Background: an optimization exercise with open tools, aiming at small area, a short achievable clock period and few clock cycles. Do not read the settings as production practice. The RTL was checked by simulation tests, not by an equivalence proof against the original design. Power and IR drop assume default switching activity.

<file path="flow/flow/run.sh">
#!/bin/bash
# Standard layout, with plain buffers (instead of delay buffers) on the ports.
set -euo pipefail
export BUFFER_PORTS_ARGS="-buffer_cell sky130_fd_sc_hd__buf_2"
bash standard.sh > standard.log 2>&1
</file>
<file path="flow/constraint.sdc">
create_clock -name core_clock -period 4.0 [get_ports {clk}]
set_input_delay 0.8000 -clock core_clock [delete_from_list [all_inputs] [get_ports {clk}]]
set_output_delay 0.8000 -clock core_clock [all_outputs]
set_load 0.01 [all_outputs]
</file>
<file path="flow/standard.sh">
#!/bin/bash
# synth_recipe.tcl (not shown) runs the flow's synth.tcl, then flattens the netlist and writes it again
# the make line also repeats each setting of config.mk as NAME=value (left out here)
make -C /OpenROAD-flow-scripts/flow DESIGN_CONFIG=/design/flow/config.mk WORK_HOME=/design/flow/orfs CLKGATE_MAP_FILE= SYNTH_SCRIPT=/design/flow/synth_recipe.tcl "${@:-finish}"
</file>
<file path="flow/config.mk">
export PLATFORM = sky130hd
export DESIGN_NAME = DATAPATH
export DESIGN_NICKNAME = DATAPATH
export VERILOG_FILES = /design/flow/design.v
export SDC_FILE = /design/flow/constraint.sdc
export NUM_CORES = 4
export LEC_CHECK = 0
export ABC_AREA = 1
export CAP_MARGIN = 20
export CORE_MARGIN = 2
export CORE_UTILIZATION = 40
export CTS_BUF_LIST = sky130_fd_sc_hd__clkbuf_4 sky130_fd_sc_hd__clkbuf_8
export CTS_CLUSTER_SIZE = 30
export PLACE_DENSITY = 0.9
export SLEW_MARGIN = 20
export SYNTH_HIERARCHICAL = 1
export SYNTH_MINIMUM_KEEP_SIZE = 0
</file>
<file path="flow/design.v">
`timescale 1ns / 1ps
module DATAPATH(Product, done, clk, multiplicand, multiplier, start, rst);
output [31:0] Product;
output reg done;
input [16:0] multiplicand;
input [16:0] multiplier;
input clk, start, rst;
wire one1 = multiplier[0] ^ 1'b0;
wire two2 = (multiplier[1] & ~multiplier[0] & ~1'b0) | (~multiplier[1] & multiplier[0] & 1'b0);
wire pp3 = ((one1 & multiplicand[0])) ^ multiplier[1];
wire pp4 = ((one1 & multiplicand[1]) | (two2 & multiplicand[0])) ^ multiplier[1];
wire pp5 = ((one1 & multiplicand[2]) | (two2 & multiplicand[1])) ^ multiplier[1];
wire pp6 = ((one1 & multiplicand[3]) | (two2 & multiplicand[2])) ^ multiplier[1];
wire pp7 = ((one1 & multiplicand[4]) | (two2 & multiplicand[3])) ^ multiplier[1];
wire pp8 = ((one1 & multiplicand[5]) | (two2 & multiplicand[4])) ^ multiplier[1];
wire pp9 = ((one1 & multiplicand[6]) | (two2 & multiplicand[5])) ^ multiplier[1];
wire pp10 = ((one1 & multiplicand[7]) | (two2 & multiplicand[6])) ^ multiplier[1];
wire pp11 = ((one1 & multiplicand[8]) | (two2 & multiplicand[7])) ^ multiplier[1];
wire pp12 = ((one1 & multiplicand[9]) | (two2 & multiplicand[8])) ^ multiplier[1];
wire pp13 = ((one1 & multiplicand[10]) | (two2 & multiplicand[9])) ^ multiplier[1];
wire pp14 = ((one1 & multiplicand[11]) | (two2 & multiplicand[10])) ^ multiplier[1];
wire pp15 = ((one1 & multiplicand[12]) | (two2 & multiplicand[11])) ^ multiplier[1];
wire pp16 = ((one1 & multiplicand[13]) | (two2 & multiplicand[12])) ^ multiplier[1];
wire pp17 = ((one1 & multiplicand[14]) | (two2 & multiplicand[13])) ^ multiplier[1];
wire pp18 = ((one1 & multiplicand[15]) | (two2 & multiplicand[14])) ^ multiplier[1];
wire pp19 = ((two2 & multiplicand[15])) ^ multiplier[1];
wire sn20 = ~multiplier[1];
wire one21 = multiplier[2] ^ multiplier[1];
wire two22 = (multiplier[3] & ~multiplier[2] & ~multiplier[1]) | (~multiplier[3] & multiplier[2] & multiplier[1]);
wire pp23 = ((one21 & multiplicand[0])) ^ multiplier[3];
wire pp24 = ((one21 & multiplicand[1]) | (two22 & multiplicand[0])) ^ multiplier[3];
wire pp25 = ((one21 & multiplicand[2]) | (two22 & multiplicand[1])) ^ multiplier[3];
wire pp26 = ((one21 & multiplicand[3]) | (two22 & multiplicand[2])) ^ multiplier[3];
wire pp27 = ((one21 & multiplicand[4]) | (two22 & multiplicand[3])) ^ multiplier[3];
wire pp28 = ((one21 & multiplicand[5]) | (two22 & multiplicand[4])) ^ multiplier[3];
wire pp29 = ((one21 & multiplicand[6]) | (two22 & multiplicand[5])) ^ multiplier[3];
wire pp30 = ((one21 & multiplicand[7]) | (two22 & multiplicand[6])) ^ multiplier[3];
wire pp31 = ((one21 & multiplicand[8]) | (two22 & multiplicand[7])) ^ multiplier[3];
wire pp32 = ((one21 & multiplicand[9]) | (two22 & multiplicand[8])) ^ multiplier[3];
wire pp33 = ((one21 & multiplicand[10]) | (two22 & multiplicand[9])) ^ multiplier[3];
wire pp34 = ((one21 & multiplicand[11]) | (two22 & multiplicand[10])) ^ multiplier[3];
wire pp35 = ((one21 & multiplicand[12]) | (two22 & multiplicand[11])) ^ multiplier[3];
wire pp36 = ((one21 & multiplicand[13]) | (two22 & multiplicand[12])) ^ multiplier[3];
wire pp37 = ((one21 & multiplicand[14]) | (two22 & multiplicand[13])) ^ multiplier[3];
wire pp38 = ((one21 & multiplicand[15]) | (two22 & multiplicand[14])) ^ multiplier[3];
wire pp39 = ((two22 & multiplicand[15])) ^ multiplier[3];
wire sn40 = ~multiplier[3];
wire one41 = multiplier[4] ^ multiplier[3];
wire two42 = (multiplier[5] & ~multiplier[4] & ~multiplier[3]) | (~multiplier[5] & multiplier[4] & multiplier[3]);
wire pp43 = ((one41 & multiplicand[0])) ^ multiplier[5];
wire pp44 = ((one41 & multiplicand[1]) | (two42 & multiplicand[0])) ^ multiplier[5];
wire pp45 = ((one41 & multiplicand[2]) | (two42 & multiplicand[1])) ^ multiplier[5];
wire pp46 = ((one41 & multiplicand[3]) | (two42 & multiplicand[2])) ^ multiplier[5];
wire pp47 = ((one41 & multiplicand[4]) | (two42 & multiplicand[3])) ^ multiplier[5];
wire pp48 = ((one41 & multiplicand[5]) | (two42 & multiplicand[4])) ^ multiplier[5];
wire pp49 = ((one41 & multiplicand[6]) | (two42 & multiplicand[5])) ^ multiplier[5];
wire pp50 = ((one41 & multiplicand[7]) | (two42 & multiplicand[6])) ^ multiplier[5];
wire pp51 = ((one41 & multiplicand[8]) | (two42 & multiplicand[7])) ^ multiplier[5];
wire pp52 = ((one41 & multiplicand[9]) | (two42 & multiplicand[8])) ^ multiplier[5];
wire pp53 = ((one41 & multiplicand[10]) | (two42 & multiplicand[9])) ^ multiplier[5];
wire pp54 = ((one41 & multiplicand[11]) | (two42 & multiplicand[10])) ^ multiplier[5];
wire pp55 = ((one41 & multiplicand[12]) | (two42 & multiplicand[11])) ^ multiplier[5];
wire pp56 = ((one41 & multiplicand[13]) | (two42 & multiplicand[12])) ^ multiplier[5];
wire pp57 = ((one41 & multiplicand[14]) | (two42 & multiplicand[13])) ^ multiplier[5];
wire pp58 = ((one41 & multiplicand[15]) | (two42 & multiplicand[14])) ^ multiplier[5];
wire pp59 = ((two42 & multiplicand[15])) ^ multiplier[5];
wire sn60 = ~multiplier[5];
wire one61 = multiplier[6] ^ multiplier[5];
wire two62 = (multiplier[7] & ~multiplier[6] & ~multiplier[5]) | (~multiplier[7] & multiplier[6] & multiplier[5]);
wire pp63 = ((one61 & multiplicand[0])) ^ multiplier[7];
wire pp64 = ((one61 & multiplicand[1]) | (two62 & multiplicand[0])) ^ multiplier[7];
wire pp65 = ((one61 & multiplicand[2]) | (two62 & multiplicand[1])) ^ multiplier[7];
wire pp66 = ((one61 & multiplicand[3]) | (two62 & multiplicand[2])) ^ multiplier[7];
wire pp67 = ((one61 & multiplicand[4]) | (two62 & multiplicand[3])) ^ multiplier[7];
wire pp68 = ((one61 & multiplicand[5]) | (two62 & multiplicand[4])) ^ multiplier[7];
wire pp69 = ((one61 & multiplicand[6]) | (two62 & multiplicand[5])) ^ multiplier[7];
wire pp70 = ((one61 & multiplicand[7]) | (two62 & multiplicand[6])) ^ multiplier[7];
wire pp71 = ((one61 & multiplicand[8]) | (two62 & multiplicand[7])) ^ multiplier[7];
wire pp72 = ((one61 & multiplicand[9]) | (two62 & multiplicand[8])) ^ multiplier[7];
wire pp73 = ((one61 & multiplicand[10]) | (two62 & multiplicand[9])) ^ multiplier[7];
wire pp74 = ((one61 & multiplicand[11]) | (two62 & multiplicand[10])) ^ multiplier[7];
wire pp75 = ((one61 & multiplicand[12]) | (two62 & multiplicand[11])) ^ multiplier[7];
wire pp76 = ((one61 & multiplicand[13]) | (two62 & multiplicand[12])) ^ multiplier[7];
wire pp77 = ((one61 & multiplicand[14]) | (two62 & multiplicand[13])) ^ multiplier[7];
wire pp78 = ((one61 & multiplicand[15]) | (two62 & multiplicand[14])) ^ multiplier[7];
wire pp79 = ((two62 & multiplicand[15])) ^ multiplier[7];
wire sn80 = ~multiplier[7];
wire one81 = multiplier[8] ^ multiplier[7];
wire two82 = (multiplier[9] & ~multiplier[8] & ~multiplier[7]) | (~multiplier[9] & multiplier[8] & multiplier[7]);
wire pp83 = ((one81 & multiplicand[0])) ^ multiplier[9];
wire pp84 = ((one81 & multiplicand[1]) | (two82 & multiplicand[0])) ^ multiplier[9];
wire pp85 = ((one81 & multiplicand[2]) | (two82 & multiplicand[1])) ^ multiplier[9];
wire pp86 = ((one81 & multiplicand[3]) | (two82 & multiplicand[2])) ^ multiplier[9];
wire pp87 = ((one81 & multiplicand[4]) | (two82 & multiplicand[3])) ^ multiplier[9];
wire pp88 = ((one81 & multiplicand[5]) | (two82 & multiplicand[4])) ^ multiplier[9];
wire pp89 = ((one81 & multiplicand[6]) | (two82 & multiplicand[5])) ^ multiplier[9];
wire pp90 = ((one81 & multiplicand[7]) | (two82 & multiplicand[6])) ^ multiplier[9];
wire pp91 = ((one81 & multiplicand[8]) | (two82 & multiplicand[7])) ^ multiplier[9];
wire pp92 = ((one81 & multiplicand[9]) | (two82 & multiplicand[8])) ^ multiplier[9];
wire pp93 = ((one81 & multiplicand[10]) | (two82 & multiplicand[9])) ^ multiplier[9];
wire pp94 = ((one81 & multiplicand[11]) | (two82 & multiplicand[10])) ^ multiplier[9];
wire pp95 = ((one81 & multiplicand[12]) | (two82 & multiplicand[11])) ^ multiplier[9];
wire pp96 = ((one81 & multiplicand[13]) | (two82 & multiplicand[12])) ^ multiplier[9];
wire pp97 = ((one81 & multiplicand[14]) | (two82 & multiplicand[13])) ^ multiplier[9];
wire pp98 = ((one81 & multiplicand[15]) | (two82 & multiplicand[14])) ^ multiplier[9];
wire pp99 = ((two82 & multiplicand[15])) ^ multiplier[9];
wire sn100 = ~multiplier[9];
wire one101 = multiplier[10] ^ multiplier[9];
wire two102 = (multiplier[11] & ~multiplier[10] & ~multiplier[9]) | (~multiplier[11] & multiplier[10] & multiplier[9]);
wire pp103 = ((one101 & multiplicand[0])) ^ multiplier[11];
wire pp104 = ((one101 & multiplicand[1]) | (two102 & multiplicand[0])) ^ multiplier[11];
wire pp105 = ((one101 & multiplicand[2]) | (two102 & multiplicand[1])) ^ multiplier[11];
wire pp106 = ((one101 & multiplicand[3]) | (two102 & multiplicand[2])) ^ multiplier[11];
wire pp107 = ((one101 & multiplicand[4]) | (two102 & multiplicand[3])) ^ multiplier[11];
wire pp108 = ((one101 & multiplicand[5]) | (two102 & multiplicand[4])) ^ multiplier[11];
wire pp109 = ((one101 & multiplicand[6]) | (two102 & multiplicand[5])) ^ multiplier[11];
wire pp110 = ((one101 & multiplicand[7]) | (two102 & multiplicand[6])) ^ multiplier[11];
wire pp111 = ((one101 & multiplicand[8]) | (two102 & multiplicand[7])) ^ multiplier[11];
wire pp112 = ((one101 & multiplicand[9]) | (two102 & multiplicand[8])) ^ multiplier[11];
wire pp113 = ((one101 & multiplicand[10]) | (two102 & multiplicand[9])) ^ multiplier[11];
wire pp114 = ((one101 & multiplicand[11]) | (two102 & multiplicand[10])) ^ multiplier[11];
wire pp115 = ((one101 & multiplicand[12]) | (two102 & multiplicand[11])) ^ multiplier[11];
wire pp116 = ((one101 & multiplicand[13]) | (two102 & multiplicand[12])) ^ multiplier[11];
wire pp117 = ((one101 & multiplicand[14]) | (two102 & multiplicand[13])) ^ multiplier[11];
wire pp118 = ((one101 & multiplicand[15]) | (two102 & multiplicand[14])) ^ multiplier[11];
wire pp119 = ((two102 & multiplicand[15])) ^ multiplier[11];
wire sn120 = ~multiplier[11];
wire one121 = multiplier[12] ^ multiplier[11];
wire two122 = (multiplier[13] & ~multiplier[12] & ~multiplier[11]) | (~multiplier[13] & multiplier[12] & multiplier[11]);
wire pp123 = ((one121 & multiplicand[0])) ^ multiplier[13];
wire pp124 = ((one121 & multiplicand[1]) | (two122 & multiplicand[0])) ^ multiplier[13];
wire pp125 = ((one121 & multiplicand[2]) | (two122 & multiplicand[1])) ^ multiplier[13];
wire pp126 = ((one121 & multiplicand[3]) | (two122 & multiplicand[2])) ^ multiplier[13];
wire pp127 = ((one121 & multiplicand[4]) | (two122 & multiplicand[3])) ^ multiplier[13];
wire pp128 = ((one121 & multiplicand[5]) | (two122 & multiplicand[4])) ^ multiplier[13];
wire pp129 = ((one121 & multiplicand[6]) | (two122 & multiplicand[5])) ^ multiplier[13];
wire pp130 = ((one121 & multiplicand[7]) | (two122 & multiplicand[6])) ^ multiplier[13];
wire pp131 = ((one121 & multiplicand[8]) | (two122 & multiplicand[7])) ^ multiplier[13];
wire pp132 = ((one121 & multiplicand[9]) | (two122 & multiplicand[8])) ^ multiplier[13];
wire pp133 = ((one121 & multiplicand[10]) | (two122 & multiplicand[9])) ^ multiplier[13];
wire pp134 = ((one121 & multiplicand[11]) | (two122 & multiplicand[10])) ^ multiplier[13];
wire pp135 = ((one121 & multiplicand[12]) | (two122 & multiplicand[11])) ^ multiplier[13];
wire pp136 = ((one121 & multiplicand[13]) | (two122 & multiplicand[12])) ^ multiplier[13];
wire pp137 = ((one121 & multiplicand[14]) | (two122 & multiplicand[13])) ^ multiplier[13];
wire pp138 = ((one121 & multiplicand[15]) | (two122 & multiplicand[14])) ^ multiplier[13];
wire pp139 = ((two122 & multiplicand[15])) ^ multiplier[13];
wire sn140 = ~multiplier[13];
wire one141 = multiplier[14] ^ multiplier[13];
wire two142 = (multiplier[15] & ~multiplier[14] & ~multiplier[13]) | (~multiplier[15] & multiplier[14] & multiplier[13]);
wire pp143 = ((one141 & multiplicand[0])) ^ multiplier[15];
wire pp144 = ((one141 & multiplicand[1]) | (two142 & multiplicand[0])) ^ multiplier[15];
wire pp145 = ((one141 & multiplicand[2]) | (two142 & multiplicand[1])) ^ multiplier[15];
wire pp146 = ((one141 & multiplicand[3]) | (two142 & multiplicand[2])) ^ multiplier[15];
wire pp147 = ((one141 & multiplicand[4]) | (two142 & multiplicand[3])) ^ multiplier[15];
wire pp148 = ((one141 & multiplicand[5]) | (two142 & multiplicand[4])) ^ multiplier[15];
wire pp149 = ((one141 & multiplicand[6]) | (two142 & multiplicand[5])) ^ multiplier[15];
wire pp150 = ((one141 & multiplicand[7]) | (two142 & multiplicand[6])) ^ multiplier[15];
wire pp151 = ((one141 & multiplicand[8]) | (two142 & multiplicand[7])) ^ multiplier[15];
wire pp152 = ((one141 & multiplicand[9]) | (two142 & multiplicand[8])) ^ multiplier[15];
wire pp153 = ((one141 & multiplicand[10]) | (two142 & multiplicand[9])) ^ multiplier[15];
wire pp154 = ((one141 & multiplicand[11]) | (two142 & multiplicand[10])) ^ multiplier[15];
wire pp155 = ((one141 & multiplicand[12]) | (two142 & multiplicand[11])) ^ multiplier[15];
wire pp156 = ((one141 & multiplicand[13]) | (two142 & multiplicand[12])) ^ multiplier[15];
wire pp157 = ((one141 & multiplicand[14]) | (two142 & multiplicand[13])) ^ multiplier[15];
wire pp158 = ((one141 & multiplicand[15]) | (two142 & multiplicand[14])) ^ multiplier[15];
wire pp159 = ((two142 & multiplicand[15])) ^ multiplier[15];
wire sn160 = ~multiplier[15];
wire pp161 = multiplicand[0] & multiplier[15];
wire pp162 = multiplicand[1] & multiplier[15];
wire pp163 = multiplicand[2] & multiplier[15];
wire pp164 = multiplicand[3] & multiplier[15];
wire pp165 = multiplicand[4] & multiplier[15];
wire pp166 = multiplicand[5] & multiplier[15];
wire pp167 = multiplicand[6] & multiplier[15];
wire pp168 = multiplicand[7] & multiplier[15];
wire pp169 = multiplicand[8] & multiplier[15];
wire pp170 = multiplicand[9] & multiplier[15];
wire pp171 = multiplicand[10] & multiplier[15];
wire pp172 = multiplicand[11] & multiplier[15];
wire pp173 = multiplicand[12] & multiplier[15];
wire pp174 = multiplicand[13] & multiplier[15];
wire pp175 = multiplicand[14] & multiplier[15];
wire pp176 = multiplicand[15] & multiplier[15];
wire s177, c178;
HA2 u_s177 (.a(multiplier[11]), .b(pp13), .s(s177), .co(c178));
wire s179, c180;
HA2 u_s179 (.a(pp14), .b(pp32), .s(s179), .co(c180));
wire s181, c182;
FA3 u_s181 (.a(multiplier[13]), .b(pp15), .c(pp33), .s(s181), .co(c182));
wire s183, c184;
HA2 u_s183 (.a(pp51), .b(pp69), .s(s183), .co(c184));
wire s185, c186;
FA3 u_s185 (.a(pp16), .b(pp34), .c(pp52), .s(s185), .co(c186));
wire s187, c188;
HA2 u_s187 (.a(pp70), .b(pp88), .s(s187), .co(c188));
wire s189, c190;
FA3 u_s189 (.a(multiplier[15]), .b(pp17), .c(pp35), .s(s189), .co(c190));
wire s191, c192;
FA3 u_s191 (.a(pp53), .b(pp71), .c(pp89), .s(s191), .co(c192));
wire s193, c194;
HA2 u_s193 (.a(pp107), .b(pp125), .s(s193), .co(c194));
wire s195, c196;
FA3 u_s195 (.a(pp18), .b(pp36), .c(pp54), .s(s195), .co(c196));
wire s197, c198;
FA3 u_s197 (.a(pp72), .b(pp90), .c(pp108), .s(s197), .co(c198));
wire s199, c200;
HA2 u_s199 (.a(pp126), .b(pp144), .s(s199), .co(c200));
wire s201, c202;
FA3 u_s201 (.a(pp161), .b(pp19), .c(pp37), .s(s201), .co(c202));
wire s203, c204;
FA3 u_s203 (.a(pp55), .b(pp73), .c(pp91), .s(s203), .co(c204));
wire s205, c206;
FA3 u_s205 (.a(pp109), .b(pp127), .c(pp145), .s(s205), .co(c206));
wire s207, c208;
FA3 u_s207 (.a(multiplier[1]), .b(pp162), .c(pp38), .s(s207), .co(c208));
wire s209, c210;
FA3 u_s209 (.a(pp56), .b(pp74), .c(pp92), .s(s209), .co(c210));
wire s211, c212;
FA3 u_s211 (.a(pp110), .b(pp128), .c(pp146), .s(s211), .co(c212));
wire s213, c214;
FA3 u_s213 (.a(multiplier[1]), .b(pp163), .c(pp39), .s(s213), .co(c214));
wire s215, c216;
FA3 u_s215 (.a(pp57), .b(pp75), .c(pp93), .s(s215), .co(c216));
wire s217, c218;
FA3 u_s217 (.a(pp111), .b(pp129), .c(pp147), .s(s217), .co(c218));
wire s219, c220;
FA3 u_s219 (.a(sn20), .b(sn40), .c(pp164), .s(s219), .co(c220));
wire s221, c222;
FA3 u_s221 (.a(pp58), .b(pp76), .c(pp94), .s(s221), .co(c222));
wire s223, c224;
FA3 u_s223 (.a(pp112), .b(pp130), .c(pp148), .s(s223), .co(c224));
wire s225 = ~(pp165 ^ pp59);
wire c226 = pp165 | pp59;
wire s227, c228;
FA3 u_s227 (.a(pp77), .b(pp95), .c(pp113), .s(s227), .co(c228));
wire s229, c230;
HA2 u_s229 (.a(pp131), .b(pp149), .s(s229), .co(c230));
wire s231, c232;
FA3 u_s231 (.a(sn60), .b(pp166), .c(pp78), .s(s231), .co(c232));
wire s233, c234;
FA3 u_s233 (.a(pp96), .b(pp114), .c(pp132), .s(s233), .co(c234));
wire s235 = ~(pp167 ^ pp79);
wire c236 = pp167 | pp79;
wire s237, c238;
HA2 u_s237 (.a(pp97), .b(pp115), .s(s237), .co(c238));
wire s239, c240;
FA3 u_s239 (.a(sn80), .b(pp168), .c(pp98), .s(s239), .co(c240));
wire s241, c242;
HA2 u_s241 (.a(1'b1), .b(pp169), .s(s241), .co(c242));
wire s243, c244;
HA2 u_s243 (.a(multiplier[7]), .b(pp9), .s(s243), .co(c244));
wire s245, c246;
HA2 u_s245 (.a(pp10), .b(pp28), .s(s245), .co(c246));
wire s247, c248;
FA3 u_s247 (.a(multiplier[9]), .b(pp11), .c(pp29), .s(s247), .co(c248));
wire s249, c250;
HA2 u_s249 (.a(pp47), .b(pp65), .s(s249), .co(c250));
wire s251, c252;
FA3 u_s251 (.a(pp12), .b(pp30), .c(pp48), .s(s251), .co(c252));
wire s253, c254;
HA2 u_s253 (.a(pp66), .b(pp84), .s(s253), .co(c254));
wire s255, c256;
FA3 u_s255 (.a(pp31), .b(pp49), .c(pp67), .s(s255), .co(c256));
wire s257, c258;
FA3 u_s257 (.a(pp85), .b(pp103), .c(s177), .s(s257), .co(c258));
wire s259, c260;
FA3 u_s259 (.a(pp50), .b(pp68), .c(pp86), .s(s259), .co(c260));
wire s261, c262;
FA3 u_s261 (.a(pp104), .b(c178), .c(s179), .s(s261), .co(c262));
wire s263, c264;
FA3 u_s263 (.a(pp87), .b(pp105), .c(pp123), .s(s263), .co(c264));
wire s265, c266;
FA3 u_s265 (.a(c180), .b(s183), .c(s181), .s(s265), .co(c266));
wire s267, c268;
FA3 u_s267 (.a(pp106), .b(pp124), .c(c184), .s(s267), .co(c268));
wire s269, c270;
FA3 u_s269 (.a(s187), .b(c182), .c(s185), .s(s269), .co(c270));
wire s271, c272;
FA3 u_s271 (.a(pp143), .b(c188), .c(s193), .s(s271), .co(c272));
wire s273, c274;
FA3 u_s273 (.a(c186), .b(s189), .c(s191), .s(s273), .co(c274));
wire s275, c276;
FA3 u_s275 (.a(c194), .b(s199), .c(c190), .s(s275), .co(c276));
wire s277, c278;
FA3 u_s277 (.a(c192), .b(s195), .c(s197), .s(s277), .co(c278));
wire s279, c280;
FA3 u_s279 (.a(c200), .b(c196), .c(c198), .s(s279), .co(c280));
wire s281, c282;
FA3 u_s281 (.a(s201), .b(s203), .c(s205), .s(s281), .co(c282));
wire s283, c284;
FA3 u_s283 (.a(c202), .b(c204), .c(c206), .s(s283), .co(c284));
wire s285, c286;
FA3 u_s285 (.a(s207), .b(s209), .c(s211), .s(s285), .co(c286));
wire s287, c288;
FA3 u_s287 (.a(c208), .b(c210), .c(c212), .s(s287), .co(c288));
wire s289, c290;
FA3 u_s289 (.a(s213), .b(s215), .c(s217), .s(s289), .co(c290));
wire s291, c292;
FA3 u_s291 (.a(s219), .b(c214), .c(c216), .s(s291), .co(c292));
wire s293, c294;
FA3 u_s293 (.a(c218), .b(s221), .c(s223), .s(s293), .co(c294));
wire s295, c296;
FA3 u_s295 (.a(c220), .b(s229), .c(c222), .s(s295), .co(c296));
wire s297, c298;
FA3 u_s297 (.a(c224), .b(s225), .c(s227), .s(s297), .co(c298));
wire s299, c300;
FA3 u_s299 (.a(pp150), .b(c230), .c(c226), .s(s299), .co(c300));
wire s301, c302;
FA3 u_s301 (.a(c228), .b(s231), .c(s233), .s(s301), .co(c302));
wire s303, c304;
FA3 u_s303 (.a(pp133), .b(pp151), .c(s237), .s(s303), .co(c304));
wire s305, c306;
FA3 u_s305 (.a(c232), .b(c234), .c(s235), .s(s305), .co(c306));
wire s307, c308;
FA3 u_s307 (.a(pp116), .b(pp134), .c(pp152), .s(s307), .co(c308));
wire s309, c310;
FA3 u_s309 (.a(c238), .b(c236), .c(s239), .s(s309), .co(c310));
wire s311, c312;
FA3 u_s311 (.a(s241), .b(pp99), .c(pp117), .s(s311), .co(c312));
wire s313, c314;
FA3 u_s313 (.a(pp135), .b(pp153), .c(c240), .s(s313), .co(c314));
wire s315, c316;
FA3 u_s315 (.a(sn100), .b(pp170), .c(c242), .s(s315), .co(c316));
wire s317, c318;
FA3 u_s317 (.a(pp118), .b(pp136), .c(pp154), .s(s317), .co(c318));
wire s319 = ~(pp171 ^ pp119);
wire c320 = pp171 | pp119;
wire s321, c322;
HA2 u_s321 (.a(pp137), .b(pp155), .s(s321), .co(c322));
wire s323, c324;
FA3 u_s323 (.a(sn120), .b(pp172), .c(pp138), .s(s323), .co(c324));
wire s325, c326;
HA2 u_s325 (.a(1'b1), .b(pp173), .s(s325), .co(c326));
wire s327, c328;
HA2 u_s327 (.a(multiplier[5]), .b(pp7), .s(s327), .co(c328));
wire s329, c330;
HA2 u_s329 (.a(pp8), .b(pp26), .s(s329), .co(c330));
wire s331, c332;
FA3 u_s331 (.a(pp27), .b(pp45), .c(pp63), .s(s331), .co(c332));
wire s333, c334;
FA3 u_s333 (.a(pp46), .b(pp64), .c(c244), .s(s333), .co(c334));
wire s335, c336;
FA3 u_s335 (.a(pp83), .b(c246), .c(s249), .s(s335), .co(c336));
wire s337, c338;
FA3 u_s337 (.a(c250), .b(s253), .c(c248), .s(s337), .co(c338));
wire s339, c340;
FA3 u_s339 (.a(c254), .b(c252), .c(s255), .s(s339), .co(c340));
wire s341, c342;
FA3 u_s341 (.a(c256), .b(s259), .c(c258), .s(s341), .co(c342));
wire s343, c344;
FA3 u_s343 (.a(c260), .b(s263), .c(c262), .s(s343), .co(c344));
wire s345, c346;
FA3 u_s345 (.a(c264), .b(s267), .c(c266), .s(s345), .co(c346));
wire s347, c348;
FA3 u_s347 (.a(c268), .b(s271), .c(c270), .s(s347), .co(c348));
wire s349, c350;
FA3 u_s349 (.a(c272), .b(c274), .c(s275), .s(s349), .co(c350));
wire s351, c352;
FA3 u_s351 (.a(c276), .b(c278), .c(s279), .s(s351), .co(c352));
wire s353, c354;
FA3 u_s353 (.a(c280), .b(c282), .c(s283), .s(s353), .co(c354));
wire s355, c356;
FA3 u_s355 (.a(c284), .b(c286), .c(s287), .s(s355), .co(c356));
wire s357, c358;
FA3 u_s357 (.a(c288), .b(c290), .c(s291), .s(s357), .co(c358));
wire s359, c360;
FA3 u_s359 (.a(c292), .b(c294), .c(s295), .s(s359), .co(c360));
wire s361, c362;
FA3 u_s361 (.a(c296), .b(c298), .c(s299), .s(s361), .co(c362));
wire s363, c364;
FA3 u_s363 (.a(s303), .b(c300), .c(c302), .s(s363), .co(c364));
wire s365, c366;
FA3 u_s365 (.a(s307), .b(c304), .c(c306), .s(s365), .co(c366));
wire s367, c368;
FA3 u_s367 (.a(c308), .b(s311), .c(c310), .s(s367), .co(c368));
wire s369, c370;
FA3 u_s369 (.a(s315), .b(c312), .c(s317), .s(s369), .co(c370));
wire s371, c372;
FA3 u_s371 (.a(s321), .b(c316), .c(c318), .s(s371), .co(c372));
wire s373, c374;
FA3 u_s373 (.a(pp156), .b(c322), .c(c320), .s(s373), .co(c374));
wire s375, c376;
FA3 u_s375 (.a(s325), .b(pp139), .c(pp157), .s(s375), .co(c376));
wire s377, c378;
FA3 u_s377 (.a(sn140), .b(pp174), .c(c326), .s(s377), .co(c378));
wire s379, c380;
HA2 u_s379 (.a(1'b1), .b(pp175), .s(s379), .co(c380));
wire s381, c382;
HA2 u_s381 (.a(multiplier[3]), .b(pp5), .s(s381), .co(c382));
wire s383, c384;
HA2 u_s383 (.a(pp6), .b(pp24), .s(s383), .co(c384));
wire s385, c386;
FA3 u_s385 (.a(pp25), .b(pp43), .c(s327), .s(s385), .co(c386));
wire s387, c388;
FA3 u_s387 (.a(pp44), .b(c328), .c(s329), .s(s387), .co(c388));
wire s389, c390;
FA3 u_s389 (.a(c330), .b(s243), .c(s331), .s(s389), .co(c390));
wire s391, c392;
FA3 u_s391 (.a(s245), .b(c332), .c(s333), .s(s391), .co(c392));
wire s393, c394;
FA3 u_s393 (.a(s247), .b(c334), .c(s335), .s(s393), .co(c394));
wire s395, c396;
FA3 u_s395 (.a(s251), .b(c336), .c(s337), .s(s395), .co(c396));
wire s397, c398;
FA3 u_s397 (.a(s257), .b(c338), .c(s339), .s(s397), .co(c398));
wire s399, c400;
FA3 u_s399 (.a(s261), .b(c340), .c(s341), .s(s399), .co(c400));
wire s401, c402;
FA3 u_s401 (.a(s265), .b(c342), .c(s343), .s(s401), .co(c402));
wire s403, c404;
FA3 u_s403 (.a(s269), .b(c344), .c(s345), .s(s403), .co(c404));
wire s405, c406;
FA3 u_s405 (.a(s273), .b(c346), .c(s347), .s(s405), .co(c406));
wire s407, c408;
FA3 u_s407 (.a(s277), .b(c348), .c(s349), .s(s407), .co(c408));
wire s409, c410;
FA3 u_s409 (.a(s281), .b(c350), .c(s351), .s(s409), .co(c410));
wire s411, c412;
FA3 u_s411 (.a(s285), .b(c352), .c(s353), .s(s411), .co(c412));
wire s413, c414;
FA3 u_s413 (.a(s289), .b(c354), .c(s355), .s(s413), .co(c414));
wire s415, c416;
FA3 u_s415 (.a(s293), .b(c356), .c(s357), .s(s415), .co(c416));
wire s417, c418;
FA3 u_s417 (.a(s297), .b(c358), .c(s359), .s(s417), .co(c418));
wire s419, c420;
FA3 u_s419 (.a(s301), .b(c360), .c(s361), .s(s419), .co(c420));
wire s421, c422;
FA3 u_s421 (.a(s305), .b(c362), .c(s363), .s(s421), .co(c422));
wire s423, c424;
FA3 u_s423 (.a(s309), .b(c364), .c(s365), .s(s423), .co(c424));
wire s425, c426;
FA3 u_s425 (.a(s313), .b(c366), .c(s367), .s(s425), .co(c426));
wire s427, c428;
FA3 u_s427 (.a(c314), .b(s369), .c(c368), .s(s427), .co(c428));
wire s429, c430;
FA3 u_s429 (.a(s319), .b(c370), .c(s371), .s(s429), .co(c430));
wire s431, c432;
FA3 u_s431 (.a(s323), .b(c372), .c(s373), .s(s431), .co(c432));
wire s433, c434;
FA3 u_s433 (.a(c324), .b(s375), .c(c374), .s(s433), .co(c434));
wire s435, c436;
FA3 u_s435 (.a(pp158), .b(s377), .c(c376), .s(s435), .co(c436));
wire s437, c438;
FA3 u_s437 (.a(s379), .b(pp159), .c(c378), .s(s437), .co(c438));
wire s439, c440;
FA3 u_s439 (.a(sn160), .b(pp176), .c(c380), .s(s439), .co(c440));
wire [31:0] row_s = {s439, s437, s435, s433, c430, s429, s427, c424, c422, c420, c418, c416, c414, c412, c410, c408, c406, c404, c402, c400, c398, c396, c394, c392, c390, c388, c386, c384, c382, pp23, pp4, multiplier[1]};
wire [31:0] row_c = {c438, c436, c434, c432, s431, c428, c426, s425, s423, s421, s419, s417, s415, s413, s411, s409, s407, s405, s403, s401, s399, s397, s395, s393, s391, s389, s387, s385, s383, s381, 1'b0, pp3};
reg [31:0] acc_s, acc_c;
always @(posedge clk)
 if (start) begin
  acc_s <= row_s;
  acc_c <= row_c;
 end
wire g441, p442;
HA2 u_g441 (.a(acc_s[0]), .b(acc_c[0]), .s(p442), .co(g441));
wire g443, p444;
HA2 u_g443 (.a(acc_s[2]), .b(acc_c[2]), .s(p444), .co(g443));
wire g445, p446;
HA2 u_g445 (.a(acc_s[3]), .b(acc_c[3]), .s(p446), .co(g445));
wire g447, p448;
HA2 u_g447 (.a(acc_s[4]), .b(acc_c[4]), .s(p448), .co(g447));
wire g449, p450;
HA2 u_g449 (.a(acc_s[5]), .b(acc_c[5]), .s(p450), .co(g449));
wire g451, p452;
HA2 u_g451 (.a(acc_s[6]), .b(acc_c[6]), .s(p452), .co(g451));
wire g453, p454;
HA2 u_g453 (.a(acc_s[7]), .b(acc_c[7]), .s(p454), .co(g453));
wire g455, p456;
HA2 u_g455 (.a(acc_s[8]), .b(acc_c[8]), .s(p456), .co(g455));
wire g457, p458;
HA2 u_g457 (.a(acc_s[9]), .b(acc_c[9]), .s(p458), .co(g457));
wire g459, p460;
HA2 u_g459 (.a(acc_s[10]), .b(acc_c[10]), .s(p460), .co(g459));
wire g461, p462;
HA2 u_g461 (.a(acc_s[11]), .b(acc_c[11]), .s(p462), .co(g461));
wire g463, p464;
HA2 u_g463 (.a(acc_s[12]), .b(acc_c[12]), .s(p464), .co(g463));
wire g465, p466;
HA2 u_g465 (.a(acc_s[13]), .b(acc_c[13]), .s(p466), .co(g465));
wire g467, p468;
HA2 u_g467 (.a(acc_s[14]), .b(acc_c[14]), .s(p468), .co(g467));
wire g469, p470;
HA2 u_g469 (.a(acc_s[15]), .b(acc_c[15]), .s(p470), .co(g469));
wire g471, p472;
HA2 u_g471 (.a(acc_s[16]), .b(acc_c[16]), .s(p472), .co(g471));
wire g473, p474;
HA2 u_g473 (.a(acc_s[17]), .b(acc_c[17]), .s(p474), .co(g473));
wire g475, p476;
HA2 u_g475 (.a(acc_s[18]), .b(acc_c[18]), .s(p476), .co(g475));
wire g477, p478;
HA2 u_g477 (.a(acc_s[19]), .b(acc_c[19]), .s(p478), .co(g477));
wire g479, p480;
HA2 u_g479 (.a(acc_s[20]), .b(acc_c[20]), .s(p480), .co(g479));
wire g481, p482;
HA2 u_g481 (.a(acc_s[21]), .b(acc_c[21]), .s(p482), .co(g481));
wire g483, p484;
HA2 u_g483 (.a(acc_s[22]), .b(acc_c[22]), .s(p484), .co(g483));
wire g485, p486;
HA2 u_g485 (.a(acc_s[23]), .b(acc_c[23]), .s(p486), .co(g485));
wire g487, p488;
HA2 u_g487 (.a(acc_s[24]), .b(acc_c[24]), .s(p488), .co(g487));
wire g489, p490;
HA2 u_g489 (.a(acc_s[25]), .b(acc_c[25]), .s(p490), .co(g489));
wire g491, p492;
HA2 u_g491 (.a(acc_s[26]), .b(acc_c[26]), .s(p492), .co(g491));
wire g493, p494;
HA2 u_g493 (.a(acc_s[27]), .b(acc_c[27]), .s(p494), .co(g493));
wire g495, p496;
HA2 u_g495 (.a(acc_s[28]), .b(acc_c[28]), .s(p496), .co(g495));
wire g497, p498;
HA2 u_g497 (.a(acc_s[29]), .b(acc_c[29]), .s(p498), .co(g497));
wire g499, p500;
HA2 u_g499 (.a(acc_s[30]), .b(acc_c[30]), .s(p500), .co(g499));
wire g501, p502;
HA2 u_g501 (.a(acc_s[31]), .b(acc_c[31]), .s(p502), .co(g501));
wire q503 = acc_s[1] & g441;
wire q504 = acc_s[1] & p442;
wire q505 = (p446 & g443) | g445;
wire q506 = p446 & p444;
wire q507 = (p450 & g447) | g449;
wire q508 = p450 & p448;
wire q509 = (p454 & g451) | g453;
wire q510 = p454 & p452;
wire q511 = (p458 & g455) | g457;
wire q512 = p458 & p456;
wire q513 = (p462 & g459) | g461;
wire q514 = p462 & p460;
wire q515 = (p466 & g463) | g465;
wire q516 = p466 & p464;
wire q517 = (p470 & g467) | g469;
wire q518 = p470 & p468;
wire q519 = (p474 & g471) | g473;
wire q520 = p474 & p472;
wire q521 = (p478 & g475) | g477;
wire q522 = p478 & p476;
wire q523 = (p482 & g479) | g481;
wire q524 = p482 & p480;
wire q525 = (p486 & g483) | g485;
wire q526 = p486 & p484;
wire q527 = (p490 & g487) | g489;
wire q528 = p490 & p488;
wire q529 = (p494 & g491) | g493;
wire q530 = p494 & p492;
wire q531 = (p498 & g495) | g497;
wire q532 = p498 & p496;
wire q533 = (p502 & g499) | g501;
wire q534 = p502 & p500;
wire q535 = (q506 & q503) | q505;
wire q536 = q506 & q504;
wire q537 = (q510 & q507) | q509;
wire q538 = q510 & q508;
wire q539 = (q514 & q511) | q513;
wire q540 = q514 & q512;
wire q541 = (q518 & q515) | q517;
wire q542 = q518 & q516;
wire q543 = (q522 & q519) | q521;
wire q544 = q522 & q520;
wire q545 = (q526 & q523) | q525;
wire q546 = q526 & q524;
wire q547 = (q530 & q527) | q529;
wire q548 = q530 & q528;
wire q549 = (q534 & q531) | q533;
wire q550 = q534 & q532;
wire q551 = (q538 & q535) | q537;
wire q552 = q538 & q536;
wire q553 = (q542 & q539) | q541;
wire q554 = q542 & q540;
wire q555 = (q546 & q543) | q545;
wire q556 = q546 & q544;
wire q557 = (q550 & q547) | q549;
wire q558 = q550 & q548;
wire q559 = (q554 & q551) | q553;
wire q560 = q554 & q552;
wire q561 = (q558 & q555) | q557;
wire q562 = q558 & q556;
wire q563 = (q562 & q559) | q561;
wire q564 = q562 & q560;
wire q565 = (q556 & q559) | q555;
wire q566 = q556 & q560;
wire q567 = (q540 & q551) | q539;
wire q568 = q540 & q552;
wire q569 = (q544 & q559) | q543;
wire q570 = q544 & q560;
wire q571 = (q548 & q565) | q547;
wire q572 = q548 & q566;
wire q573 = (q508 & q535) | q507;
wire q574 = q508 & q536;
wire q575 = (q512 & q551) | q511;
wire q576 = q512 & q552;
wire q577 = (q516 & q567) | q515;
wire q578 = q516 & q568;
wire q579 = (q520 & q559) | q519;
wire q580 = q520 & q560;
wire q581 = (q524 & q569) | q523;
wire q582 = q524 & q570;
wire q583 = (q528 & q565) | q527;
wire q584 = q528 & q566;
wire q585 = (q532 & q571) | q531;
wire q586 = q532 & q572;
wire q587 = (p444 & q503) | g443;
wire q588 = p444 & q504;
wire q589 = (p448 & q535) | g447;
wire q590 = p448 & q536;
wire q591 = (p452 & q573) | g451;
wire q592 = p452 & q574;
wire q593 = (p456 & q551) | g455;
wire q594 = p456 & q552;
wire q595 = (p460 & q575) | g459;
wire q596 = p460 & q576;
wire q597 = (p464 & q567) | g463;
wire q598 = p464 & q568;
wire q599 = (p468 & q577) | g467;
wire q600 = p468 & q578;
wire q601 = (p472 & q559) | g471;
wire q602 = p472 & q560;
wire q603 = (p476 & q579) | g475;
wire q604 = p476 & q580;
wire q605 = (p480 & q569) | g479;
wire q606 = p480 & q570;
wire q607 = (p484 & q581) | g483;
wire q608 = p484 & q582;
wire q609 = (p488 & q565) | g487;
wire q610 = p488 & q566;
wire q611 = (p492 & q583) | g491;
wire q612 = p492 & q584;
wire q613 = (p496 & q571) | g495;
wire q614 = p496 & q572;
wire q615 = (p500 & q585) | g499;
wire q616 = p500 & q586;
wire q617 = acc_s[1] ^ g441;
wire q618 = p444 ^ q503;
wire q619 = p446 ^ q587;
wire q620 = p448 ^ q535;
wire q621 = p450 ^ q589;
wire q622 = p452 ^ q573;
wire q623 = p454 ^ q591;
wire q624 = p456 ^ q551;
wire q625 = p458 ^ q593;
wire q626 = p460 ^ q575;
wire q627 = p462 ^ q595;
wire q628 = p464 ^ q567;
wire q629 = p466 ^ q597;
wire q630 = p468 ^ q577;
wire q631 = p470 ^ q599;
wire q632 = p472 ^ q559;
wire q633 = p474 ^ q601;
wire q634 = p476 ^ q579;
wire q635 = p478 ^ q603;
wire q636 = p480 ^ q569;
wire q637 = p482 ^ q605;
wire q638 = p484 ^ q581;
wire q639 = p486 ^ q607;
wire q640 = p488 ^ q565;
wire q641 = p490 ^ q609;
wire q642 = p492 ^ q583;
wire q643 = p494 ^ q611;
wire q644 = p496 ^ q571;
wire q645 = p498 ^ q613;
wire q646 = p500 ^ q585;
wire q647 = p502 ^ q615;
assign Product = {q647, q646, q645, q644, q643, q642, q641, q640, q639, q638, q637, q636, q635, q634, q633, q632, q631, q630, q629, q628, q627, q626, q625, q624, q623, q622, q621, q620, q619, q618, q617, p442};
always @(posedge clk)
 if (rst)
  done <= 1'b0;
 else
  done <= start;
endmodule
module FA3(a, b, c, s, co);
input a, b, c;
output s, co;
assign s = a ^ b ^ c;
assign co = (a & b) | (a & c) | (b & c);
endmodule
module BSEL(one, two, neg, a0, a1, pp);
input one, two, neg, a0, a1;
output pp;
assign pp = ((one & a0) | (two & a1)) ^ neg;
endmodule
module AO21(a, b, c, y);
input a, b, c;
output y;
assign y = (a & b) | c;
endmodule
module HA2(a, b, s, co);
input a, b;
output s, co;
assign s = a ^ b;
assign co = a & b;
endmodule
</file>
==> results of run 1 <==
==> layout by cell type (no fill, tap or decap), types with 4 or more instances in the layout <==
master / n
a21oi_1: 11
buf_2: 66
buf_4: 48
clkbuf_8: 9
edfxtp_1: 63
fa_1: 109
ha_1: 70
inv_1: 69
inv_2: 4
nand2_1: 70
nand2_2: 7
nand3_1: 9
nor2_1: 31
nor2_2: 5
nor2_4: 4
o21ai_0: 8
o22ai_1: 116
o22ai_2: 4
xnor2_1: 14
xor2_1: 129
==> modules after synthesis (local to each module, per instance) <==
| module | flops+latches | cells inside | times used |
|---|---|---|---|
| FA3 | 0 | 1 | 109 |
| HA2 | 0 | 1 | 51 |
| DATAPATH | 64 | 670 | 1 |
==> state kept, by name (all words and copies together), names as in the netlist <==
name   count
acc_c     31
acc_s     32
done       1
==> cell type report <==
type,instances,share of cell area
inverter,75,0.0300
clock inverter,6,0.00639
timing repair buffer,117,0.0799
clock buffer,10,0.0140
tap,275,0.0366
multi-input combinational,610,0.629
sequential,64,0.204
==> metrics by stage <==
stage | power [mW] | hold WS, ns | instances
floorplan | 4.83 | 0.871 | 832
global placement | 5.29 | 0.969 | 1141
detailed placement | 5.53 | 0.963 | 1141
CTS | 6.13 | 0.550 | 1157
global route | 6.68 | 0.564 | 1157
finish | 6.02 | 0.568 | 1157
==> routing by layer <==
layer / wire, um / GRT usage / vias up
met5: 0 / 0 / -
met4: 563 / 0.0664 / 0
met3: 1570 / 0.0389 / 47
met2: 10100 / 0.322 / 301
met1: 8280 / 0.241 / 3116
li1: - / - / 2866
==> logic make-up (layout without fill, tap and decap cells) <==
family                   count (synthesis)  after routing  synth area share
adder cells (fa/ha/maj)                179            179             0.354
XOR/XNOR                               143            143             0.145
AO/OA/AOI/OAI                          154            154             0.117
other                                    1              3          0.000434
buffers and inverters                  158            208            0.0957
flip-flops                              64             64             0.221
AND/OR/NAND/NOR                        131            131            0.0669
==> cells in the mapped netlist (8+ instances only) <==
library cell | instances | area [um2]
a21oi_1 | 11 | 55.1
buf_2 | 19 | 95.1
clkbuf_1 | 13 | 48.8
nand3_1 | 9 | 45.0
ha_1 | 70 | 876
xor2_1 | 129 | 1130
inv_1 | 69 | 259
xnor2_1 | 14 | 123
buf_6 | 8 | 90.1
nand2_1 | 70 | 263
buf_4 | 40 | 300
nor2_1 | 31 | 116
edfxtp_1 | 63 | 1890
fa_1 | 109 | 2180
o22ai_1 | 116 | 726
o21ai_0 | 8 | 40.0
==> how the worst max path moves through the flow <==
stage                                      to  slack (ns)  depth (start not counted)
final                     acc_c[16]$_DFFE_PP_        0.26                         11
after global routing      acc_c[16]$_DFFE_PP_        0.13                         11
after CTS                         Product[31]        0.32                         17
after detailed placement  acc_c[16]$_DFFE_PP_       -0.06                         11
after global placement    acc_c[21]$_DFFE_PP_        0.03                         11
after floorplan           acc_c[17]$_DFFE_PP_        0.29                         11
==> power groups by stage <==
stage	Combinational (mW)	Clock, mW	Sequential [mW]
4_1_cts	4.23	0.584	1.31
5_1_grt	4.73	0.614	1.34
6_report	4.15	0.565	1.31
3_5_place_dp	4.20	0	1.33
2_1_floorplan	3.54	0	1.29
3_3_place_gp	3.98	0	1.31
==> summary.txt, run 1 <==
Power
  – Switching share of power: 0.443
  – Maximum VDD drop: 0.000371 V
  – Comb pwr share: 0.689
  – Seq pwr share: 0.217
  – Net switching power: 2.67 mW
  – Clock Power Share: 0.094
  – Internal Pwr Total: 3.35 mW
  – Pwr Density: 641 nW/um2
  – Leak Pwr: 4.20 nW

Yosys
  – Sequential fraction of the synthesis area: 0.221
  – Ys Warns: 7
  – EDFF count, synth: 63
  – Avg Inst Size Synth: 10.4 um2
  – Yosys cell types: 36
  – Predominant post-synthesis flop cell: edfxtp_1
  – Yosys reg bits: 64
  – Syn Std Cell Area: 8640 um2
  – Gate Count Post-Synth: 830
  – Async SR Flop Fraction: 0

Timing
  – Minimum clock period after layout: 3.74 ns
  – Final worst path period share: 0.934
  – # setup viols final: 0
  – Worst Tran Pin Value: 0.679 ns
  – Final worst slack: 0.262 ns
  – Final hold vios: 0
  – Unrepaired setup endpoints after global routing: no
  – Fin. max-slew vios: 0
  – Slew HR: 0.547
  – Fmax achieved: 0.268 GHz
  – Setup TNS: 0 ns

Clocking
  – Number of buffers created by CTS: 9
  – Setup Fix Bufs, Post-CTS: 0
  – Clock sink count: 64
  – Clock Tree Root: clkbuf_8
  – H-tree depth: 3
  – Hold_buf cts: 0
  – Longest Clk Path Bufs: 2
  – Post_cts resized: 0
  – CTS tree: yes
  – Clk slew on worst S/H paths: 0.07 ns

Cells and area
  – Antenna diodes: 0
  – Finished Core Util: 0.445
  – Synth-to-layout area growth: 8.66%
  – Register area: 1910 um2
  – FILL cells: 1961
  – Area of the multi-input gates: 5910 um2
  – Layout cells sized above 1: 0.190
  – Final #Nets: 1093
  – Design area: 9390 um2

Drt
  – DRC viols: 0
  – Antenna viol nets, final: 0
  – Detailed Routing Iterations Pass 1: 5
  – Vias after detailed routing: 6330
  – Drt via density: 5.47
  – Average wire per standard cell: 17.7 um
  – WL final: 20500 um
  – Drt initial violations: 494

Run status
  – Outcome: timing/DRC/antenna clean

Setup path
  – Crit path buffers/inverters: 2
  – Worst EP arrival: 3.86 ns
  – CP Max Fanout: 15
  – Crit-path most repeated cell: fa_1
  – CP max stage delay: 0.53 ns
  – Worst Setup End Kind: flip-flop
  – Critical path origin: multiplier[9]
  – Slowest CP cell: fa_1
  – Setup CP Type: in -> reg
  – WP data required: 4.12 ns
  – Crit start category: input port
  – Crit-path cells: buf_2 > nor2_1 > nand2_1 > o21ai_1 > inv_1 > o22ai_1 > xor2_1 > fa_1 > fa_1 > fa_1 > fa_1
  – Cell family with most CP delay: adder cells

Floorplanning
  – Die area: 22800 um2
  – Die W: 151 um
  – Initial cell density of the core: 0.410
  – Total core area: 21100 um2
  – Die height: 151 um
  – I/O Pins: 70
  – Num rows: 53

Worst hold path
  – Min-Delay Path Class: in -> reg
  – Hold depth: 2
  – Hold wc startpoint: rst
  – Hold Crit Endpoint: done$_SDFF_PP0_

GRT
  – Antenna violations before repair: 0
  – Vias in the first global route: 6488
  – Gr usage total: 0.189
  – Largest net degree at the start of global routing: 51
  – First-pass GRT wire length: 33300 um
  – Gr ovfl total: 0

Place
  – Count of input and output buffers: 67
  – Post-DP Area: 9200 um2
  – Gpl congestion: 1.02
  – Dpl ws: -0.0646 ns
  – HPWL after DPL: 16400 um

Flow run
  – MaxCap Viol Count: 0
Testbench counts, summed over its fixed seeds: cycles 2,400.
==> inputs of run 2 (changes only) <==
--- a/flow/config.mk
+++ b/flow/config.mk
@@ -11,7 +11,7 @@
 export CORE_UTILIZATION = 40
 export CTS_BUF_LIST = sky130_fd_sc_hd__clkbuf_4 sky130_fd_sc_hd__clkbuf_8
 export CTS_CLUSTER_SIZE = 30
-export PLACE_DENSITY = 0.9
+export PLACE_DENSITY = 0.7
 export SLEW_MARGIN = 20
 export SYNTH_HIERARCHICAL = 1
 export SYNTH_MINIMUM_KEEP_SIZE = 0
==> summary.txt, run 2 <==
Cells and area
  – Layout cells sized above 1: 0.193
  – Biggest regs: acc_s x32, acc_c x31, done x1
  – Post-route insts no fill: 1162
  – Synth-to-layout area growth: 8.58%
  – Most common cell after layout, fill and taps aside: xor2_1
  – Largest Register: acc_s
  – Design area: 9390 um2
  – FILL cells: 2032
  – Final #Nets: 1097
  – Most frequent cells in the layout: 129 x xor2_1, 116 x o22ai_1, 109 x fa_1, 70 x nand2_1, 70 x ha_1
  – Largest register FFs: 32

GRT
  – Gr ovfl total: 0
  – Vias in the first global route: 6224
  – Gr usage total: 0.186
  – Largest net degree at the start of global routing: 34
  – First-pass GRT wire length: 32400 um
  – Antenna violations before repair: 1

Yosys
  – Synth top cells by count: 129 x xor2_1, 116 x o22ai_1, 109 x fa_1
  – EDFF count, synth: 63
  – Yosys reg bits: 64
  – Sequential fraction of the synthesis area: 0.221
  – Ys Warns: 7
  – Async SR Flop Fraction: 0
  – Avg Inst Size Synth: 10.4 um2
  – Count leader, synth: xor2_1
  – Area fraction of the dominant cell type after synthesis: 0.252
  – Gate Count Post-Synth: 830
  – Area leader, netlist: fa_1
  – Yosys cell types: 36
  – Area contributors post-synth: fa_1 25%, edfxtp_1 22%, xor2_1 13%
  – Syn Std Cell Area: 8640 um2
  – Predominant post-synthesis flop cell: edfxtp_1

Setup path
  – CP max stage delay: 0.39 ns
  – WP data required: 3.20 ns
  – Crit path buffers/inverters: 1
  – Worst EP arrival: 2.87 ns
  – Slowest CP cell: edfxtp_1
  – Setup CP Type: reg -> out
  – Cell family with most CP delay: simple AND/OR/NAND/NOR gates
  – Worst Setup End Kind: output pin
  – Crit-path most repeated cell: nand2_2
  – Crit start category: flip-flop
  – CP Max Fanout: 4
  – Crit-path cells: ha_1 > ha_1 > nand3_1 > nand3_2 > nand2_1 > nand2_2 > nand2_1 > nand2_2 > nand2_2 > nand2_2 > nand2_2 > nand2_2 > nand2_1 > nand2_1 > ha_1 > nor2_1 > xnor2_1 > buf_2

Clocking
  – Post_cts resized: 0
  – Clk slew on worst S/H paths: 0.08 ns
  – Clock Tree Root: clkbuf_8
  – Number of buffers created by CTS: 9
  – H-tree depth: 3
  – Hold_buf cts: 0
  – Setup Fix Bufs, Post-CTS: 0
  – Longest Clk Path Bufs: 2
  – CTS tree: yes
  – Clock sink count: 64

Drt
  – Drt initial violations: 386
  – Detailed Routing Iterations Pass 1: 4
  – Vias after detailed routing: 6101
  – WL final: 20000 um
  – DRC viols: 0
  – Antenna viol nets, final: 0
  – Drt via density: 5.25
  – Average wire per standard cell: 17.2 um

Place
  – Count of input and output buffers: 67
  – HPWL after DPL: 16200 um
  – Gpl congestion: 0.943
  – Post-DP Area: 9220 um2
  – Inst Count DP: 1145

Power
  – Total power: 5.92 mW
  – Switching share of power: 0.446
  – Maximum VDD drop: 0.000598 V
  – Comb pwr share: 0.695
  – Pwr Density: 631 nW/um2
  – Leak Pwr: 4.20 nW
  – Clock Power Share: 0.085
  – Seq pwr share: 0.220
  – Net switching power: 2.64 mW
  – Internal Pwr Total: 3.28 mW

Timing
  – Fmax achieved: 0.272 GHz
  – Final hold vios: 0
  – # setup viols final: 0
  – Unrepaired setup endpoints after global routing: no
  – Fin. max-slew vios: 0
  – Minimum clock period after layout: 3.67 ns
  – Final worst path period share: 0.918
  – Setup TNS: 0 ns

Floorplanning
  – Die height: 151 um
  – Die W: 151 um
  – Initial cell density of the core: 0.410
  – Num rows: 53
  – Die area: 22800 um2
  – Total core area: 21100 um2
  – I/O Pins: 70

Worst hold path
  – Min-Delay Path Class: in -> reg

Flow run
  – MaxCap Viol Count: 0

Run status
  – Outcome: timing/DRC/antenna clean
-- run 2: cells by family after synthesis --
group	Yosys count	synth area share
other	1	0.000434
buffers and inverters	158	0.0957
adder cells (fa/ha/maj)	179	0.354
flip-flops	64	0.221
AO/OA/AOI/OAI	154	0.117
XOR/XNOR	143	0.145
AND/OR/NAND/NOR	131	0.0669
-- run 2: path summary, 6_finish.rpt --
check               start               to  cells past startpoint
max    acc_s[0]$_DFFE_PP_      Product[31]                     18
min                   rst  done$_SDFF_PP0_                      2
-- run 2: cell type report --
type,count,area [um2],share of cell area
sequential,64,1910,0.204
tap,275,344,0.0367
clock buffer,10,131,0.0140
multi-input combinational,610,5910,0.630
timing repair buffer,121,766,0.0816
clock inverter,6,36.3,0.00387
antenna,1,2.50,0.000267
inverter,75,282,0.0300
-- run 2: metal layers --
layer  vias to the layer above  track usage  wire, um
met5                         -            0         0
met1                      2979        0.245      8280
met3                        31       0.0349      1420
met4                         0       0.0645       497
li1                       2877            -         -
met2                       214        0.307      9770
-- run 2: power by group through the flow --
| stage | combinational (mW) | sequential (mW) | clock [mW] |
|---|---|---|---|
| final | 4.12 | 1.30 | 0.504 |
| after floorplan | 3.54 | 1.29 | 0 |
| after detailed placement | 4.19 | 1.32 | 0 |
| after global routing | 4.75 | 1.33 | 0.550 |
| after global placement | 4.03 | 1.31 | 0 |
| after CTS | 4.22 | 1.31 | 0.526 |
-- run 2: per-module statistics from Yosys, one instance, submodules excluded --
module | area (um2) | flops+latches
FA3 | 20.0 | 0
HA2 | 12.5 | 0
DATAPATH | 5820 | 64
-- run 2: through the flow --
stage | setup WS, ns | util | hold slack, ns
6_report | 0.326 | 0.445 | 0.569
5_1_grt | 0.0591 | 0.445 | 0.561
4_1_cts | 0.238 | 0.445 | 0.549
3_5_place_dp | -0.0278 | 0.437 | 0.968
3_3_place_gp | 0.0592 | 0.437 | 0.969
2_1_floorplan | 0.288 | - | 0.871
==> inputs of run 3 (changes only) <==
--- a/flow/config.mk
+++ b/flow/config.mk
@@ -11,7 +11,7 @@
 export CORE_UTILIZATION = 40
 export CTS_BUF_LIST = sky130_fd_sc_hd__clkbuf_4 sky130_fd_sc_hd__clkbuf_8
 export CTS_CLUSTER_SIZE = 30
-export PLACE_DENSITY = 0.7
+export PLACE_DENSITY = 0.45
 export SLEW_MARGIN = 20
 export SYNTH_HIERARCHICAL = 1
 export SYNTH_MINIMUM_KEEP_SIZE = 0
==> summary.txt, run 3 <==
Worst hold path
  – Hold wc startpoint: rst
  – Hold depth: 2
  – Min-Delay Path Class: in -> reg

Yosys
  – Sequential fraction of the synthesis area: 0.221
  – Synth Area in Simple Gates: 0.0669
  – Syn Std Cell Area: 8640 um2
  – Area contributors post-synth: fa_1 25%, edfxtp_1 22%, xor2_1 13%
  – Post-synthesis mux area share: 0
  – Synth top cells by count: 129 x xor2_1, 116 x o22ai_1, 109 x fa_1
  – Predominant post-synthesis flop cell: edfxtp_1
  – Gate Count Post-Synth: 830
  – Adder-cell share of the synthesized area: 0.354
  – Avg Inst Size Synth: 10.4 um2
  – Compound-Gate Fraction of Synth Area: 0.117
  – Yosys cell types: 36
  – Area fraction of the dominant cell type after synthesis: 0.252
  – Main combinational cell family by area after synthesis: adder cells
  – Area leader, netlist: fa_1
  – Yosys reg bits: 64
  – Post-Synth XOR/XNOR Area: 0.145
  – EDFF count, synth: 63
  – Ys Warns: 7
  – Async SR Flop Fraction: 0
  – Count leader, synth: xor2_1

GRT
  – Gr ovfl total: 0
  – Antenna violations before repair: 0
  – Gr usage total: 0.206
  – Vias in the first global route: 6342
  – First-pass GRT wire length: 35400 um
  – Largest net degree at the start of global routing: 65

Run status
  – Outcome: timing/DRC/antenna clean

Floorplanning
  – I/O Pins: 70
  – Die area: 22800 um2
  – Die W: 151 um
  – Num rows: 53
  – Total core area: 21100 um2
  – Die height: 151 um
  – Initial cell density of the core: 0.410

Timing
  – # setup viols final: 0
  – Fin. max-slew vios: 0
  – Hold slack: 0.558 ns
  – Final worst slack: 0.0918 ns
  – Fmax achieved: 0.256 GHz
  – Final hold vios: 0
  – Slew HR: 0.419
  – Setup TNS: 0 ns
  – Unrepaired setup endpoints after global routing: no
  – Final worst path period share: 0.977
  – Minimum clock period after layout: 3.91 ns
  – Worst Tran Pin Value: 0.872 ns

Power
  – Clock Power Share: 0.117
  – Leak Pwr: 4.30 nW
  – Net switching power: 2.63 mW
  – Switching share of power: 0.431
  – Internal Pwr Total: 3.46 mW
  – Comb pwr share: 0.669
  – Pwr Density: 636 nW/um2
  – Maximum VDD drop: 0.000390 V
  – Seq pwr share: 0.214
  – Total power: 6.09 mW

Drt
  – Antenna viol nets, final: 0
  – WL final: 21800 um
  – Vias after detailed routing: 6064
  – Detailed Routing Iterations Pass 1: 5
  – Drt initial violations: 380
  – DRC viols: 0
  – Average wire per standard cell: 18.7 um
  – Drt via density: 5.20

Cells and area
  – Most common cell after layout, fill and taps aside: xor2_1
  – Layout cells sized above 1: 0.200
  – FILL cells: 2028
  – Finished Core Util: 0.454
  – Most frequent cells in the layout: 129 x xor2_1, 116 x o22ai_1, 109 x fa_1, 70 x ha_1
  – Largest register FFs: 32
  – Largest Register: acc_s
  – Final #Nets: 1103
  – Biggest regs: acc_s x32, acc_c x31, done x1
  – Synth-to-layout area growth: 10.8%
  – Antenna diodes: 0
  – Design area: 9580 um2
  – Post-route insts no fill: 1167

Setup path
  – WP data required: 4.12 ns
  – CP Max Fanout: 15
  – Critical path origin: multiplier[3]
  – Crit start category: input port
  – Worst Setup End Kind: flip-flop
  – Setup CP Type: in -> reg
  – Worst EP arrival: 4.03 ns

Clocking
  – CTS tree: yes
  – Hold_buf cts: 0
  – Number of buffers created by CTS: 9
  – Clock sink count: 64
  – Setup Fix Bufs, Post-CTS: 0
  – Clk slew on worst S/H paths: 0.09 ns
  – H-tree depth: 3
  – Clock Tree Root: clkbuf_8
  – Longest Clk Path Bufs: 2

Place
  – HPWL after DPL: 17400 um
  – Count of input and output buffers: 67
  – Inst Count DP: 1151
  – Gpl congestion: 0.890
  – Post-DP Area: 9340 um2
  – Dpl ws: -0.271 ns

Flow run
  – MaxCap Viol Count: 0
==> run 3: cell counts after synthesis <==
Identical to the previous run, type by type.
==> run 3: kinds of logic (layout without fill, tap and decap cells) <==
kind of cell | Yosys count | after routing
compound gates | 154 | 154
xor+xnor | 143 | 143
fa+ha+maj | 179 | 179
buf+inv | 158 | 218
flops | 64 | 64
other cells | 1 | 3
simple gates | 131 | 131
==> run 3: critical path: stages <==
cell and delay, ns:
buf_2 0.12, nand2_1 0.08, nor2_1 0.06, a21oi_2 0.64, o22ai_1 0.17, xor2_1 0.32
fa_1 0.47, fa_1 0.43, fa_1 0.54, fa_1 0.40
==> run 3: per-layer routing <==
layer  vias to the layer above  share of wire  track usage
li1                       2883              -            -
met1                      2986           0.48        0.294
met2                       172           0.45        0.318
met3                        23          0.053       0.0346
met4                         0          0.019       0.0682
met5                         -              0            0
==> run 3: area by class of cell <==
class	instances	area, um2	area share
multi-input cells	610	5910	0.618
flip-flops and latches	64	1910	0.200
repair buffers	127	886	0.0925
well taps	275	344	0.0359
inverters	75	282	0.0294
clock buffers	10	131	0.0137
clock inverters	6	108	0.0112
==> run 3: power by group through the flow <==
| stage | registers (mW) | clock network [mW] | logic, mW |
|---|---|---|---|
| after floorplan | 1.29 | 0 | 3.54 |
| after global placement | 1.32 | 0 | 4.06 |
| after detailed placement | 1.32 | 0 | 4.15 |
| after CTS | 1.31 | 0.738 | 4.17 |
| after global routing | 1.33 | 0.765 | 4.73 |
| final | 1.30 | 0.710 | 4.07 |
==> run 3: per-module statistics from Yosys, one instance, submodules excluded <==
module | area, um2 | cells inside
DATAPATH | 5820 | 670
FA3 | 20.0 | 1
HA2 | 12.5 | 1
==> run 3: final timing paths <==
kind | end | slack, ns
worst min-delay path | done$_SDFF_PP0_ | 0.56
worst max-delay path | acc_c[17]$_DFFE_PP_ | 0.09
==> run 3: what timing repair did <==
item / in CTS / in global routing
resized for setup: 0 / 1
endpoints found under the setup margin: 0 / 1
hold endpoints to repair: 0 / 0

[separate check: timing with driven ports]
In the flow no input, the clock included, has a driving cell. The finished layouts below were timed again as built, in two steps. Step 1 (the two cells are an assumption about what drives the block):
set clk [get_ports {clk}]
set_driving_cell -lib_cell sky130_fd_sc_hd__clkbuf_16 $clk
set_driving_cell -lib_cell sky130_fd_sc_hd__buf_2 [delete_from_list [all_inputs] $clk]
Step 2, shift: input delay + t, output delay - t, t = (earliest + latest rising clock arrival at the registers) / 2. This alone moves slack from input paths to output paths. Slacks: ideal ports / drivers / drivers and shift; pairs: ideal ports / drivers.
run	shift t [ns]	setup WS [ns]	clock arrival spread, ns	worst register clock-pin slew, ns	pins driven straight from the clock port
run 1	0.414	0.262 / 0.262 / -0.152	0.009 / 0.009	0.08 / 0.08	1
run 2	0.407	0.326 / 0.291 / -0.050	0.009 / 0.009	0.08 / 0.08	1
run 3	0.414	0.092 / 0.104 / -0.310	0.013 / 0.013	0.09 / 0.09	1
With both steps, setup timing fails in every run listed, where it was met with ideal ports. The setup slack of run 1, which loses most, moves by 0.000 ns with the drivers and by -0.414 ns with both steps.
